Source: an optimization exercise on an open RTL-to-GDS flow (aim: small area, a short achievable clock period and few clock cycles). Production flows keep margins and buffers that such runs may drop. The RTL was checked by simulation tests, not by an equivalence proof against the original design. Power figures rest on the tool's default switching activity, not on a simulated workload.

$ cat flow/constraint.sdc
create_clock -name core_clock -period 360.0 [get_ports {clk}]
set_input_delay 72.0000 -clock core_clock [delete_from_list [all_inputs] [get_ports {clk}]]
set_output_delay 72.0000 -clock core_clock [all_outputs]
set_load 0.01 [all_outputs]
$ cat flow/config.mk
export PLATFORM = sky130hd
export DESIGN_NAME = LinearRegressor
export DESIGN_NICKNAME = LinearRegressor
export VERILOG_FILES = /design/flow/design.v
export SDC_FILE = /design/flow/constraint.sdc
export NUM_CORES = 8
export LEC_CHECK = 0
export CAP_MARGIN = 20
export CORE_MARGIN = 2
export CORE_UTILIZATION = 45
export PLACE_DENSITY = 0.6
export SLEW_MARGIN = 20
$ cat flow/design.v
module Controller(input clk, rst, Start, Cout1, Cout2, output reg [15:0] m, output reg Ready, en_x2, en_xx, en_xy, en_x, en_y, en_x_y, en_b0, en_b1, en_err, ld_1, ld_2, cnt1, cnt2);
	reg [3:0] nstate, pstate;
	parameter [3:0] idle = 0, read = 1, cal = 2, mult1 = 3, div1 = 4, sub1 = 5, div2 = 6, mult2 = 7, sub2 = 8, div3 = 9, err_init = 10, err = 11, final_err = 12, finish = 13;
	always @(pstate, Start, Cout1, Cout2) begin
		nstate = 0;
		m = 16'b0; Ready = 1'b0; en_x2 = 1'b0; en_xx = 1'b0; en_xy = 1'b0; en_x = 1'b0; en_y = 1'b0; en_x_y = 1'b0; en_b0 = 1'b0; en_b1 = 1'b0; en_err = 1'b0; ld_1 = 1'b0; ld_2 = 1'b0; cnt1 = 1'b0; cnt2 = 1'b0;
		case(pstate)
			idle: begin nstate = Start ? read : idle; Ready = 1'b1; end
			read: begin nstate = cal; ld_1 = 1'b1; ld_2 = 1'b1; end
			cal: begin nstate = Cout1 ? mult1 : cal; cnt1 = 1'b1; en_x = 1'b1; en_y = 1'b1; en_xy = 1'b1; en_xx = 1'b1; m[10] = 1'b1; m[8] = 1'd1; m[4] = 1'b1; m[2] = 1'b1; end
			mult1: begin nstate = div1; cnt2 = 1'b1; en_x2 = 1'b1; en_x_y = 1'b1; m[3] = 1'b1; m[7] = 1'b1; m[9] = 1'b1; ld_1 = 1'b1; end
			div1: begin nstate = sub1; cnt2 = 1'b1; en_x2 = 1'b1; en_x_y = 1'b1; m[15] = 1'b1; m[5] = 1'b1; end
			sub1: begin nstate = div2; cnt2 = 1'b1; en_xx = 1'b1; en_xy = 1'b1; m[13] = 1'b1; m[12] = 1'b1; end
			div2: begin nstate = mult2; cnt2 =1'b1; en_b1 = 1'b1; m[14] = 1'b1; end
			mult2: begin nstate = sub2; cnt2 = 1'b1; en_b0 = 1'b1; m[1] = 1'b1; m[3] = 1'b1; m[6] = 1'b1; m[11] = 1'b1; end
			sub2: begin nstate = div3; cnt2 = 1'b1; en_b0 = 1'b1; end
			div3: begin nstate = err_init; cnt2 = 1'b1; en_b0 = 1'b1; m[11] = 1'b1; ld_1 = 1'b1; end
			err_init: begin nstate = Cout2 ? err : err_init; cnt2 = 1'b1; end
			err: begin nstate = Cout1 ? final_err : err; cnt1 = 1'b1; en_err = 1'b1; end
			final_err: begin nstate = idle; en_err = 1'b1; end
			default: nstate = idle;
		endcase
	end
	always @(posedge clk, posedge rst) begin
		if(rst)
			pstate <= idle;
		else
			pstate <= nstate;
	end
endmodule		 
module DataLoader(input clk, rst, cnt1, cnt2, ld_1, ld_2, input [19:0] x_in, y_in, output [7:0] addr, output [19:0] xi, yi, output Cout1, Cout2);
	reg [7:0] PO1;
	reg [2:0] PO2;
	always @(posedge clk, posedge rst) begin
		if (rst)
			PO1 <= 8'b0;
		else begin
			if(ld_1)
				PO1 <= 8'd106;
			else if (cnt1) PO1 <= PO1 + 1;
		end
	end
	assign Cout1 = (cnt1) ? &{PO1, 1'b1} : 1'b0;
	always @(posedge clk, posedge rst) begin
		if (rst)
			PO2 <= 3'b0;
		else begin
			if(ld_2)
				PO2 <= 3'b0;
			else if (cnt2) PO2 <= PO2 + 1;
		end	
	end
	assign Cout2 = (cnt2) ? &{PO2, 1'b1} : 1'b0;
	assign addr = PO1 - 8'b01101010;
	assign xi = x_in;
	assign yi = y_in;
endmodule
module CoCalculator(input clk, rst, clr, en_x, en_y, en_xx, en_xy, en_x2, en_x_y, en_b0, en_b1, input [19:0] xi, yi, input [15:0] m, output [83:0] b0, output [55:0] b1);
	reg [27:0] reg_x;
	reg [27:0] reg_y;
	reg [55:0] reg_xx;
	reg [55:0] reg_x2;
	reg [55:0] reg_x_y;
	reg [55:0] reg_xy;
	reg [55:0] reg_b1;
	reg [83:0] reg_b0;
	always @(posedge clk, posedge rst) begin
		if(rst) begin
			reg_x <= 28'b0;
			reg_y <= 28'b0;
			reg_xx <= 56'b0;
			reg_x2 <= 56'b0;
			reg_x_y <= 56'b0;
			reg_xy <= 56'b0;
			reg_b1 <= 56'b0;
			reg_b0 <= 84'b0;
		end
		else if(clr) begin
			reg_x <= 28'b0;
			reg_y <= 28'b0;
			reg_xx <= 56'b0;
			reg_xy <= 56'b0;
		end
		else begin
			if(en_x)
				reg_x <= reg_x + {8'b0,xi};
			if(en_y)
				reg_y <= reg_y + {8'b0,yi};
			if(en_xx) begin
				if(m[10]) begin
					if(m[4])
						reg_xx <= reg_xx + (xi * xi);
					else 
						reg_xx <= reg_xx + (reg_x * reg_x);
				end
				else
					reg_xx <= reg_xx - reg_x2;
			end
			if(en_xy) begin
				if(m[8]) begin
					if(m[2] && m[3] == 1'b0)
						reg_xy <= reg_xy + (xi * yi);
				end
				else
					reg_xy <= reg_xy - reg_x_y;
			end
			if(en_x2) begin
				if(m[9])
					reg_x2 <= reg_x * reg_x;
				else
					reg_x2 <= reg_x2 / 8'b10010110;
			end
			if(en_x_y) begin
				if(m[7])
					reg_x_y <= reg_x * reg_y;
				else
					reg_x_y <= reg_x_y / 8'b10010110;
			end
			if(en_b1)
				reg_b1 <= (reg_xy << 10) / reg_xx;
			if(en_b0) begin
				if(m[11]) begin
					if(m[6])
						reg_b0 <= reg_b1 * reg_x;
					else
						reg_b0 <= reg_b0 / 8'b10010110;
				end
				else
					reg_b0 <= reg_y - (reg_b0 >> 10);
			end
		end
	end
	assign b0 = reg_b0;
	assign b1 = reg_b1;
endmodule
module ErrorChecker(input clk, rst, en_err, cnt1, input [19:0] xi, yi, input [19:0] b0, b1, output [19:0] err, output reg err_valid);
	reg [83:0] reg_err;
	always @(posedge clk, posedge rst) begin
		if(rst) begin
			reg_err <= 84'b0;
			err_valid <= 1'b0;
		end
		else begin
			err_valid <= en_err & cnt1;
			if(en_err)
				reg_err <= yi - b0 - ((b1 * xi) >> 10);
		end
	end
	assign err = reg_err[19:0];
endmodule
module LinearRegressor(input clk, rst, start, input [19:0] x_in, y_in, output [7:0] addr, output [19:0] Vect_E, output err_valid, output ready);
	wire [19:0] Xi, Yi, B0, B1;
	wire [15:0] M;
	wire En_x2, En_xx, En_xy, En_x, En_y, En_x_y, En_b0, En_b1, En_err, Ld_1, Ld_2, cnt_1, cnt_2, Co1, Co2;
	Controller CTRL(.clk(clk), .rst(rst), .Start(start), .Cout1(Co1), .Cout2(Co2), .m(M), .Ready(ready), .en_x2(En_x2), .en_xx(En_xx), .en_xy(En_xy), .en_x(En_x), .en_y(En_y), .en_x_y(En_x_y), .en_b0(En_b0), .en_b1(En_b1), .en_err(En_err), .ld_1(Ld_1), .ld_2(Ld_2), .cnt1(cnt_1), .cnt2(cnt_2));
	DataLoader DL(.clk(clk), .rst(rst), .cnt1(cnt_1), .cnt2(cnt_2), .ld_1(Ld_1), .ld_2(Ld_2), .x_in(x_in), .y_in(y_in), .addr(addr), .xi(Xi), .yi(Yi), .Cout1(Co1), .Cout2(Co2));
	CoCalculator CC(.clk(clk), .rst(rst), .clr(Ld_2), .en_x2(En_x2), .en_xx(En_xx), .en_xy(En_xy), .en_x(En_x), .en_y(En_y), .en_x_y(En_x_y), .en_b0(En_b0), .en_b1(En_b1), .xi(Xi), .yi(Yi), .m(M), .b0(B0), .b1(B1));
	ErrorChecker ECH(.clk(clk), .rst(rst), .en_err(En_err), .cnt1(cnt_1), .xi(Xi), .yi(Yi), .b1(B1), .b0(B0), .err(Vect_E), .err_valid(err_valid));
endmodule
$ cat flow/run.sh
#!/bin/bash
# synth_recipe.tcl (not shown) runs the flow's synth.tcl, then flattens the netlist and writes it again
# the make line also repeats each setting of config.mk as NAME=value (left out here)
make -C /OpenROAD-flow-scripts/flow DESIGN_CONFIG=/design/flow/config.mk WORK_HOME=/design/flow/orfs CLKGATE_MAP_FILE= SYNTH_SCRIPT=/design/flow/synth_recipe.tcl finish
==> results.tsv <==
metric	value	unit
crit_buf_inv	37	
grt_pass1_wl	1430000	um
p_comb	0.248	W
final_layout_size_suffix_gt1_share	6.74	%
min_to	ECH.reg_err[13]	
core_area	614000	um2
outcome	finished clean	
cap_violations	0	
grt_max_degree	100	
p_switching	0.137	W
seq-power	0.000115	W
hpwl	729000	um
syn_inst	35000	
ir_drop	4.64	mV
p_clk_share	0	%
clk_pin_slew	60	ps
start_util	45.1	%
grt_use_total	29.1	%
die_w	789	um
ys_top_cells_by_area	fa_1, ha_1, nand2_1	
antenna_left	0	
hold_slack	479	ps
drc_errors	0	
cts_num_sinks	446	
numPortBuffers	72	
overflow	0	
period_share	93.3	%
synth_top_cell_by_area	fa_1	
synth_edf_count	0	
htree_levels	3	
finalSetupViolCount	0	
powerDensity	864	nW/um2
p_int	0.111	W
p_comb_share	99.9	%
die_area	623000	um2
firstDrtPassIters	7	
yosysMostFrequentCell	nand2_1	
maxSlewHeadroom	17.0	%
cts_buffer_depth	4	
cts_buffers	79	
cp_top_family	compound AO/OA/AOI/OAI gates	
slowest_delay	520	ps
path_max_fanout	65	
fmax	2.98	MHz
hold_depth	2	
period_needed	335820	ps
path_class	flip-flop to flip-flop	
syn_area_per_cell	7.92	um2
postCtsHoldBufs	0	
gp_congestion	0.927	
synth.top_cell.area_share	25.8	%
area_delta_synth_final	3.54	%
cts_root_buf	clkbuf_16	
power-top-group	combinational cells	
critPathSlowestCell	dfrtp_1	
viasPerCell	5.93	
cp.arrival	336500	ps
finalHoldViolCount	0	
final_core_util	46.7	%
synthTopCellsByCount	nand2_1, inv_1, fa_1, ha_1, nor2_1	
antenna_found_initial	72	
p_sw_share	55.2	%
synth_nets	41500	
route.vias.total	249000	
cp_common_cell	o21a_1	
finalPower	0.248	W
die_h	789	um
final_nets	40300	
pin_count	73	
placed_cell_area	283000	um2
post_synth_num_cell_types	231	
synth_ff_type	dfrtp_1	
endpoint	CC.reg_b1[0]	
maxSlewViolCount	0	
yosys_warnings	6	
grt_pass1_vias	244000	
routed_wl	925000	um
p_seq_share	0	%
async_flop_share	100	%
ys_ff_latch	446	
synth.yosys.seq_area_share	4.02	%
final_area	287000	um2
worstSetupEndpointType	flip-flop	
powerClk	0.0000838	W
startpoint_type	flip-flop	
hold_start	ECH.reg_err[13]	
min_path_type	flip-flop to flip-flop	
cts_tree	done	
syn_area	277000	um2
required	360680	ps
row_count	288	
cp.depth	692	
cellLeakagePower	137	nW
crit_start	CC.reg_xx[55]	
wl_per_cell	22.0	um
clk_latency	870	ps
clock-skew-final	65.4	ps
drt_iter0_markers	19900	
## final cells by class
cell class | count | area [um2]
Fill cell | 60600 | 327000
Multi-Input combinational cell | 28200 | 241000
Inverter | 4496 | 17000
Sequential cell | 446 | 11300
Tap cell | 8120 | 10200
Timing Repair Buffer | 567 | 4790
Clock buffer | 99 | 2150
Clock inverter | 40 | 488
Antenna cell | 89 | 223
## routing by layer
| metal | global-route usage [%] | vias up | share of wire (%) |
|---|---|---|---|
| met1 | 39.4 | 124000 | 43 |
| li1 | - | 117000 | - |
| met2 | 46.7 | 7707 | 45 |
| met4 | 11.0 | 22 | 4.5 |
| met5 | 0 | - | 0.016 |
| met3 | 4.71 | 1441 | 7.3 |
## kinds of logic (layout without fill, tap and decap cells)
family	count (synthesis)	count (layout)	share of synthesized area, %
AND/OR/NAND/NOR	11600	11600	19.7
AO/OA/AOI/OAI	8171	8179	21.0
adder cells (fa/ha/maj)	6506	6506	39.0
buffers and inverters	6319	5202	9.43
XOR/XNOR	1489	1489	4.85
multiplexers	509	509	2.02
flip-flops	446	446	4.02
other	0	89	0
## per-stage QoR
step                      setup WS [ps]  TNS (ps)  cells
final                             24180         0  42100
after global routing               -382      -382  42100
after CTS                         12710         0  41900
after detailed placement          13900         0  41800
after global placement            18900         0  41800
after floorplan                   34200         0  35000
## registers in the layout, summed over array words and instances, names as in the netlist
| register | cells |
|---|---|
| CC.reg_x_y | 56 |
| DL.PO1 | 8 |
| CC.reg_xx | 56 |
| CTRL.pstate | 4 |
| CC.reg_x2 | 56 |
| CC.reg_xy | 46 |
| CC.reg_y | 28 |
| CC.reg_x | 28 |
| ECH.reg_err | 20 |
| ECH.err_valid | 1 |
| CC.reg_b0 | 84 |
| DL.PO2 | 3 |
| CC.reg_b1 | 56 |
## what timing repair did
action                                  CTS  global route
endpoints found under the hold margin     0             0
endpoints found under the setup margin    0             3
resized for setup                         0           142
setup buffers                             0            45
## layout by cell type (no fill, tap or decap), types with 76 or more instances in the layout
| cell | count |
|---|---|
| nand2_1 | 4813 |
| mux2_2 | 171 |
| o21ai_1 | 115 |
| inv_1 | 4400 |
| and2_1 | 1043 |
| and3_1 | 124 |
| nor2b_1 | 176 |
| nor3_1 | 1640 |
| o21bai_1 | 236 |
| o21ai_0 | 1122 |
| xor2_1 | 324 |
| o21a_1 | 1494 |
| nand2b_1 | 276 |
| o31ai_1 | 1077 |
| xnor2_1 | 1106 |
| buf_4 | 451 |
| nor2_1 | 1765 |
| or3_1 | 168 |
| nand4_1 | 201 |
| a211oi_1 | 169 |
| a31oi_1 | 171 |
| maj3_1 | 81 |
| a21o_1 | 434 |
| nand3_1 | 364 |
| o211ai_1 | 128 |
| diode_2 | 89 |
| nor4_1 | 120 |
| ha_1 | 2843 |
| or2_2 | 218 |
| a221oi_1 | 86 |
| a22oi_1 | 103 |
| clkbuf_16 | 86 |
| a21oi_1 | 1491 |
| o22ai_1 | 76 |
| mux2i_1 | 271 |
| fa_1 | 3578 |
| dfrtp_1 | 388 |
Testbench counts, summed over its fixed seeds: cycles 24,872.

==> port drivers added, routing unchanged <==
The results above use ideal ports. As a check the final layout listed here was re-extracted and re-timed, cells and wires unchanged.
Step 1 (the two cells are an assumption about what drives the block):
set clk [get_ports {clk}]
set_driving_cell -lib_cell sky130_fd_sc_hd__clkbuf_16 $clk
set_driving_cell -lib_cell sky130_fd_sc_hd__buf_2 [delete_from_list [all_inputs] $clk]
Step 2 also shifts input and output timing later by t, the mid clock arrival at the registers, as if the neighbouring blocks saw the same clock.
Slacks: ideal / step 1 / step 2; pairs: ideal / step 1.
shift t [ns]: 0.968
slack for setup (ns): 24.176 / 24.176 / 24.176
worst setup path at the end: register to register
clock arrival spread, ns: 0.065 / 0.065
cell pins on the clock port's net: 1
After both steps this run still meets setup and hold. For this run, drivers alone change the setup slack by 0.000 ns; drivers and shift together by 0.000 ns.
